This design comes from an exercise in tuning for small area on the open sky130 flow, not from production work. The RTL was checked by simulation tests, not by an equivalence proof against the original design. The flow treats the clock pin as an ideal source. Dropping or thinning the clock tree relies on that and would not hold on a real chip. Power and IR drop assume default switching activity.

==> build 58: inputs <==
==> flow/design.v <==
module led_show(
    input clk,
    input rst,  
    output red,
    output green,
    output blue
);
reg [9:0]  r;
reg [6:0]  q;
reg [14:0] s;
reg [19:0] c;
reg [1:0]  ph;
reg        pend;
reg [4:0]  up;
reg        d0f;    
reg        d0b;    
wire r_tc  = r[9] & ~r[8] & ~r[7] & r[6] & r[5] & ~r[4] & r[3] & r[2] & r[1] & ~r[0];
wire q_top = q[6] & q[5] & q[2];    
wire s_tc  = s[14] & ~s[13] & ~s[12] & s[11] & ~s[9] & ~s[8] & ~s[6] & s[5] & s[4] & s[3] & s[2] & ~s[1] & ~s[0];
wire c_tc  = ~c[19] & c[17] & c[16] & ~c[15] & c[13] & ~c[12] & ~c[11] & ~c[10] & c[9] & ~c[8] & c[7] & c[6] & ~c[5] & ~c[4] & ~c[3] & ~c[2] & ~c[1] & c[0];
wire ph3   = ph[1] & ~ph[0];
wire ev    = s_tc & ~ph3;
wire r_ld = rst | r_tc | q_top;
wire s_ld = rst | s_tc;
wire c_ld = rst | c_tc | ph3;
always @(posedge clk) begin
    r <= ~({r[8:0], r[9] ^ r[6]} | {10{r_ld}});
    s <= ~({s[13:0], s[14] ^ s[13]} | {15{s_ld}});
    c <= ~({c[18:0], c[19] ^ c[16]} | {20{c_ld}});
    if (rst) q <= 7'd100;
    else if (q_top) q <= 7'd0;
    else if (r_tc) q <= q + 7'd1;
    if (rst) ph <= 2'b10;
    else if (c_tc | ph3) ph <= {ph[0], ~ph[1]};
    if (rst) pend <= 1'b0;
    else pend <= c_tc | (pend & ~ev);
    if (rst) begin
        up <= 5'd0;
        d0f <= 1'b1;
        d0b <= 1'b0;
    end else if (ev) begin
        if (pend) begin
            up <= 5'd1;
            d0f <= 1'b0;
            d0b <= up[0];
        end else begin
            up <= up + 5'd1;
        end
    end
end
wire p0 = ph == 2'b00, p1 = ph == 2'b01, p2 = ph == 2'b11;
wire r0 = pend ? p1 : p0;
wire r1 = pend ? p2 : p1;
wire r2 = pend ? (p0 | ph3) : (p2 | ph3);
wire [5:0] d0 = d0f ? 6'd50 : {5'b01111, d0b};
wire cu = q < {2'b00, up};
wire cd = ~q[6] & ({1'b0, q[5:0]} + {2'b00, up} < {1'b0, d0});
assign red   = (r0 & cd) | (r2 & cu);
assign green = (r0 & cu) | (r1 & cd);
assign blue  = (r1 & cu) | (r2 & cd);
endmodule
==> flow/flow/run.sh <==
#!/bin/bash
# Own layout flow: the standard ORFS flow (standard.sh) with
#  - synthesis through flow/synth.tcl: synth_recipe.tcl unchanged, but ABC maps
#    with the area-oriented flow/abc_area.script, and adders are left to ABC
#    (no ha/fa extraction);
#  - port buffers of the smallest buffer (buf_1);
#  - a one-level clock tree built by flow/cts_pre.tcl (a few clkbuf cells fed
#    by the clock port, one per group of nearby flip-flops) in place of
#    TritonCTS's H-tree.
# Each tool's full output is in orfs/logs/ (ORFS's per-step logs) and make.log.
set -euo pipefail
W=$PWD
F=$W/flow
bash "$W/standard.sh" \
  "SYNTH_SCRIPT=$F/synth.tcl" \
  "ADDER_MAP_FILE=" \
  "BUFFER_PORTS_ARGS=-buffer_cell sky130_fd_sc_hd__buf_1" \
  "PRE_CTS_TCL=$F/cts_pre.tcl" \
  finish > "$W/make.log" 2>&1
==> flow/flow/abc_area.script <==
strash
&get -n
&st
&dch -f
&nf -R 1000
&put
topo
==> flow/flow/cts_pre.tcl <==
# Clock tree: split the clock port's flip-flops into NGROUP groups of
# neighbours (quarters: halves by x, then by y; else slices by x) and give each group one
# clock buffer at its centre, driven by the clock port. TritonCTS is then
# skipped; the rest of ORFS's CTS step (legalisation, timing repair) runs.
set own_buf sky130_fd_sc_hd__clkbuf_8
set own_ngroup 4
set block [ord::get_db_block]
set master [[ord::get_db] findMaster $own_buf]
set clknet [[$block findBTerm clk] getNet]
proc own_x {it} { return [lindex [[$it getInst] getLocation] 0] }
proc own_y {it} { return [lindex [[$it getInst] getLocation] 1] }
proc own_slices {items key n} {
  set s [lsort -command [list apply [list {k a b} {expr {[$k $a] - [$k $b]}}] $key] $items]
  set m [llength $s]
  set out {}
  for {set g 0} {$g < $n} {incr g} {
    lappend out [lrange $s [expr {$g * $m / $n}] [expr {($g + 1) * $m / $n - 1}]]
  }
  return $out
}
set sinks [$clknet getITerms]
if { $own_ngroup == 4 } {
  set groups {}
  foreach half [own_slices $sinks own_x 2] {
    lappend groups {*}[own_slices $half own_y 2]
  }
} else {
  set groups [own_slices $sinks own_x $own_ngroup]
}
set gi 0
foreach grp $groups {
  set inst [odb::dbInst_create $block $master "clkbuf_own_$gi"]
  set net [odb::dbNet_create $block "clknet_own_$gi"]
  $net setSigType CLOCK
  set sx 0
  set sy 0
  foreach it $grp {
    $it disconnect
    $it connect $net
    set sx [expr {$sx + [own_x $it]}]
    set sy [expr {$sy + [own_y $it]}]
  }
  set k [llength $grp]
  $inst setLocation [expr {$sx / $k}] [expr {$sy / $k}]
  $inst setPlacementStatus PLACED
  [$inst findITerm A] connect $clknet
  [$inst findITerm X] connect $net
  incr gi
}
puts "own clock tree: $gi x $own_buf for [llength $sinks] sinks"
set_propagated_clock [all_clocks]
proc clock_tree_synthesis {args} {
  puts "clock_tree_synthesis skipped: clock tree built by cts_pre.tcl"
}
==> flow/flow/synth.tcl <==
# synth_recipe.tcl (the standard synthesis) with ABC's mapping script swapped
# for flow/abc_area.script. Registers are mapped before ABC runs, so they
# are the standard synthesis's.
set ::own_abc_script [file join [file dirname [file normalize [info script]]] abc_area.script]
proc abc {args} {
  set i [lsearch -exact $args -script]
  if { $i >= 0 } {
    lset args [expr { $i + 1 }] $::own_abc_script
  }
  yosys abc {*}$args
}
source [file join [file dirname [file dirname $::own_abc_script]] synth_recipe.tcl]
==> flow/standard.sh <==
#!/bin/bash
# synth_recipe.tcl (not shown) runs the flow's synth.tcl, then flattens the netlist and writes it again
# the make line also repeats each setting of config.mk as NAME=value (left out here)
make -C /OpenROAD-flow-scripts/flow DESIGN_CONFIG=/design/flow/config.mk WORK_HOME=/design/flow/orfs CLKGATE_MAP_FILE= SYNTH_SCRIPT=/design/flow/synth_recipe.tcl "${@:-finish}"
==> flow/config.mk <==
export PLATFORM = sky130hd
export DESIGN_NAME = led_show
export DESIGN_NICKNAME = led_show
export VERILOG_FILES = /design/flow/design.v
export SDC_FILE = /design/flow/constraint.sdc
export NUM_CORES = 4
export LEC_CHECK = 0
export CAP_MARGIN = 20
export CORE_MARGIN = 2
export CORE_UTILIZATION = 40
export SLEW_MARGIN = 20
==> flow/constraint.sdc <==
create_clock -name core_clock -period 20.0 [get_ports {clk}]
set_input_delay 4.0000 -clock core_clock [delete_from_list [all_inputs] [get_ports {clk}]]
set_output_delay 4.0000 -clock core_clock [all_outputs]
set_load 0.01 [all_outputs]
==> build 41 (differences from build 58) <==
==> flow/run.sh (new file) <==
#!/bin/bash
# synth_recipe.tcl (not shown) runs the flow's synth.tcl, then flattens the netlist and writes it again
# the make line also repeats each setting of config.mk as NAME=value (left out here)
make -C /OpenROAD-flow-scripts/flow DESIGN_CONFIG=/design/flow/config.mk WORK_HOME=/design/flow/orfs CLKGATE_MAP_FILE= SYNTH_SCRIPT=/design/flow/synth_recipe.tcl finish
Settings changed: CAP_MARGIN 20 to 0, CORE_UTILIZATION 40 to 60, CTS_BUF_LIST set to sky130_fd_sc_hd__clkbuf_4, CTS_CLUSTER_DIAMETER set to 100, CTS_CLUSTER_SIZE set to 30, SLEW_MARGIN 20 to 0.
removed: flow/flow/run.sh
removed: flow/flow/abc_area.script
removed: flow/flow/cts_pre.tcl
removed: flow/flow/synth.tcl
removed: flow/standard.sh
==> build 74 (differences from build 58) <==
--- a/flow/flow/run.sh
+++ b/flow/flow/run.sh
@@ -1,8 +1,8 @@
 #!/bin/bash
 # Own layout flow: the standard ORFS flow (standard.sh) with
 #  - synthesis through flow/synth.tcl: synth_recipe.tcl unchanged, but ABC maps
-#    with the area-oriented flow/abc_area.script, and adders are left to ABC
-#    (no ha/fa extraction);
+#    with several area-oriented scripts and the smallest result is kept, and
+#    adders are left to ABC (no ha/fa extraction);
 #  - port buffers of the smallest buffer (buf_1);
 #  - a one-level clock tree built by flow/cts_pre.tcl (a few clkbuf cells fed
 #    by the clock port, one per group of nearby flip-flops) in place of
--- a/flow/flow/cts_pre.tcl
+++ b/flow/flow/cts_pre.tcl
@@ -3,7 +3,7 @@
 # clock buffer at its centre, driven by the clock port. TritonCTS is then
 # skipped; the rest of ORFS's CTS step (legalisation, timing repair) runs.
 set own_buf sky130_fd_sc_hd__clkbuf_8
-set own_ngroup 4
+set own_ngroup 3
 set block [ord::get_db_block]
 set master [[ord::get_db] findMaster $own_buf]
 set clknet [[$block findBTerm clk] getNet]
==> flow/flow/synth.tcl (replaced) <==
# synth_recipe.tcl (the standard synthesis) with ABC's mapping changed: each
# ABC script below maps the same logic, and the smallest result (by the
# liberty cell area) is kept. Registers are mapped before ABC runs, so they
# are the standard synthesis's.
set ::own_dir [file dirname [file normalize [info script]]]
set ::own_abc_scripts {
  "strash; &get -n; &st; &dch -f; &nf -R 1000; &put; topo"
  "strash; &get -n; &st; &dch; &nf -R 1000; &put; topo"
  "strash; dch -f; amap; topo"
  "strash; dch -f; map -a; topo"
  "strash; dch -f; map -a; amap; topo"
  "strash; dc2; dch -f; amap; topo"
  "strash; dc2; dch -f; map -a; topo"
  "strash; ifraig; dch -f; map -a; topo"
  "strash; balance; rewrite; refactor; balance; rewrite -z; refactor -z; rewrite -z; balance; dch -f; map -a; topo"
  "strash; balance; rewrite; refactor; balance; rewrite -z; refactor -z; rewrite -z; balance; dch -f; amap; topo"
  "strash; dch -f; map -a; strash; dch -f; map -a; topo"
  "strash; &get -n; &st; &dch -f; &nf -R 1000 -E 100; &put; topo"
}
proc own_area {} {
  set st [tee -q -s result.string stat {*}$::lib_args]
  if { ![regexp {Chip area for module '[^']*': ([0-9.]+)} $st -> area] } {
    error "no area in stat output"
  }
  return $area
}
proc abc {args} {
  set i [lsearch -exact $args -script]
  if { $i < 0 } {
    yosys abc {*}$args
    return
  }
  yosys design -save own_pre_abc
  set best -1
  set best_area 0
  set n 0
  foreach body $::own_abc_scripts {
    set f [file join $::env(OBJECTS_DIR) "own_abc_$n.script"]
    set fh [open $f w]
    puts $fh [join [split $body ";"] "\n"]
    close $fh
    yosys design -load own_pre_abc
    lset args [expr { $i + 1 }] $f
    if { [catch { yosys abc {*}$args } err] } {
      puts "own abc script $n failed: $err"
    } else {
      yosys opt_clean -purge
      set area [own_area]
      puts "own abc script $n: area $area"
      if { $best < 0 || $area < $best_area } {
        set best $n
        set best_area $area
        yosys design -save own_best
      }
    }
    incr n
  }
  if { $best < 0 } {
    error "every ABC script failed"
  }
  yosys design -load own_best
  puts "own abc: kept script $best, area $best_area"
}
source [file join [file dirname $::own_dir] synth_recipe.tcl]
Settings changed: PLACE_DENSITY set to 0.85.
removed: flow/flow/abc_area.script
==> results.txt <==
| item | build 41 | build 58 | build 74 |
|---|---|---|---|
| Run status | timing/DRC/antenna clean | timing/DRC/antenna clean | timing/DRC/antenna clean |
| Routed metal-1 wirelength | 2120 µm | 1900 µm | 1510 µm |
| Crit path depth | 12 | 10 | 10 |
| Post-Synthesis Cell Area | 2480 µm² | 2160 µm² | 2110 µm² |
| Sequential logic power | 0.138 mW | 0.140 mW | 0.139 mW |
| Standby leakage power | 1.12 nW | 0.883 nW | 0.867 nW |
| Slew HR | 42.9% | 55.0% | 49.8% |
| Via count of the first global-routing pass | 1534 | 1408 | 1466 |
| Detail-routed via count per cell | 5.37 | 4.86 | 4.90 |
| Hold path startpoint | s[7] | s[7] | s[10] |
| Routed length per placed instance | 12.8 µm | 11.3 µm | 10.6 µm |
| Worst stage delay on the critical path | 0.60 ns | 0.42 ns | 0.41 ns |
| Footprint of the multi-input gates | 1170 µm² | 888 µm² | 851 µm² |
| Die area | 4670 µm² | 5990 µm² | 5880 µm² |
| Skew-Pair Late Insertion Delay | 0.41 ns | 0.16 ns | 0.17 ns |
| Power dissipated in combinational cells | 0.0151 mW | 0.0145 mW | 0.0141 mW |
| Mean post-synth cell area | 9.52 µm² | 9.13 µm² | 9.15 µm² |
| Clock power frac | 35.9% | 24.0% | 21.5% |
| Share of layout cells above drive strength 1 | 9.09% | 1.64% | 1.26% |
| Peak clock frequency supported by timing | 0.132 GHz | 0.155 GHz | 0.154 GHz |
| Peak fanout along the critical path | 6 | 6 | 5 |
| Worst-case register-to-register setup slack | 18.23 ns | 17.53 ns | 17.51 ns |
| Global-route usage over all layers | 20.3% | 12.0% | 11.6% |
| Post-layout instance area | 2700 µm² | 2310 µm² | 2260 µm² |
| Minimum clock period after layout | 7.56 ns | 6.46 ns | 6.49 ns |
| Area share of the leading cell type in the synthesized netlist | 49.9% | 57.6% | 58.7% |
| Cell variety after synth | 46 | 35 | 32 |
The clock cells of build 58 and build 74 come from the design's own scripts or RTL, not from TritonCTS.

what the ideal ports hide:
Ports are ideal in the flow. The routed layouts listed here were re-timed in OpenROAD. Step 1: set_driving_cell puts a clkbuf_16 on clk and a buf_2 on each other input, an assumption about the parent block. Step 2, shift: input delay + t, output delay - t, t = (earliest + latest rising clock arrival at the registers) / 2. This alone moves slack from input paths to output paths. Slacks: ideal ports / drivers / drivers and shift; pairs: ideal ports / drivers.
| run | t, ns | setup slack, ns | latest minus earliest clock arrival (ns) |
|---|---|---|---|
| build 58 | 0.205 | 13.540 / 13.486 / 13.690 | 0.014 / 0.015 |
| build 41 | 0.424 | 12.439 / 12.414 / 12.838 | 0.014 / 0.014 |
| build 74 | 0.207 | 13.506 / 13.463 / 13.669 | 0.007 / 0.007 |
After both steps every run listed still meets setup and hold.
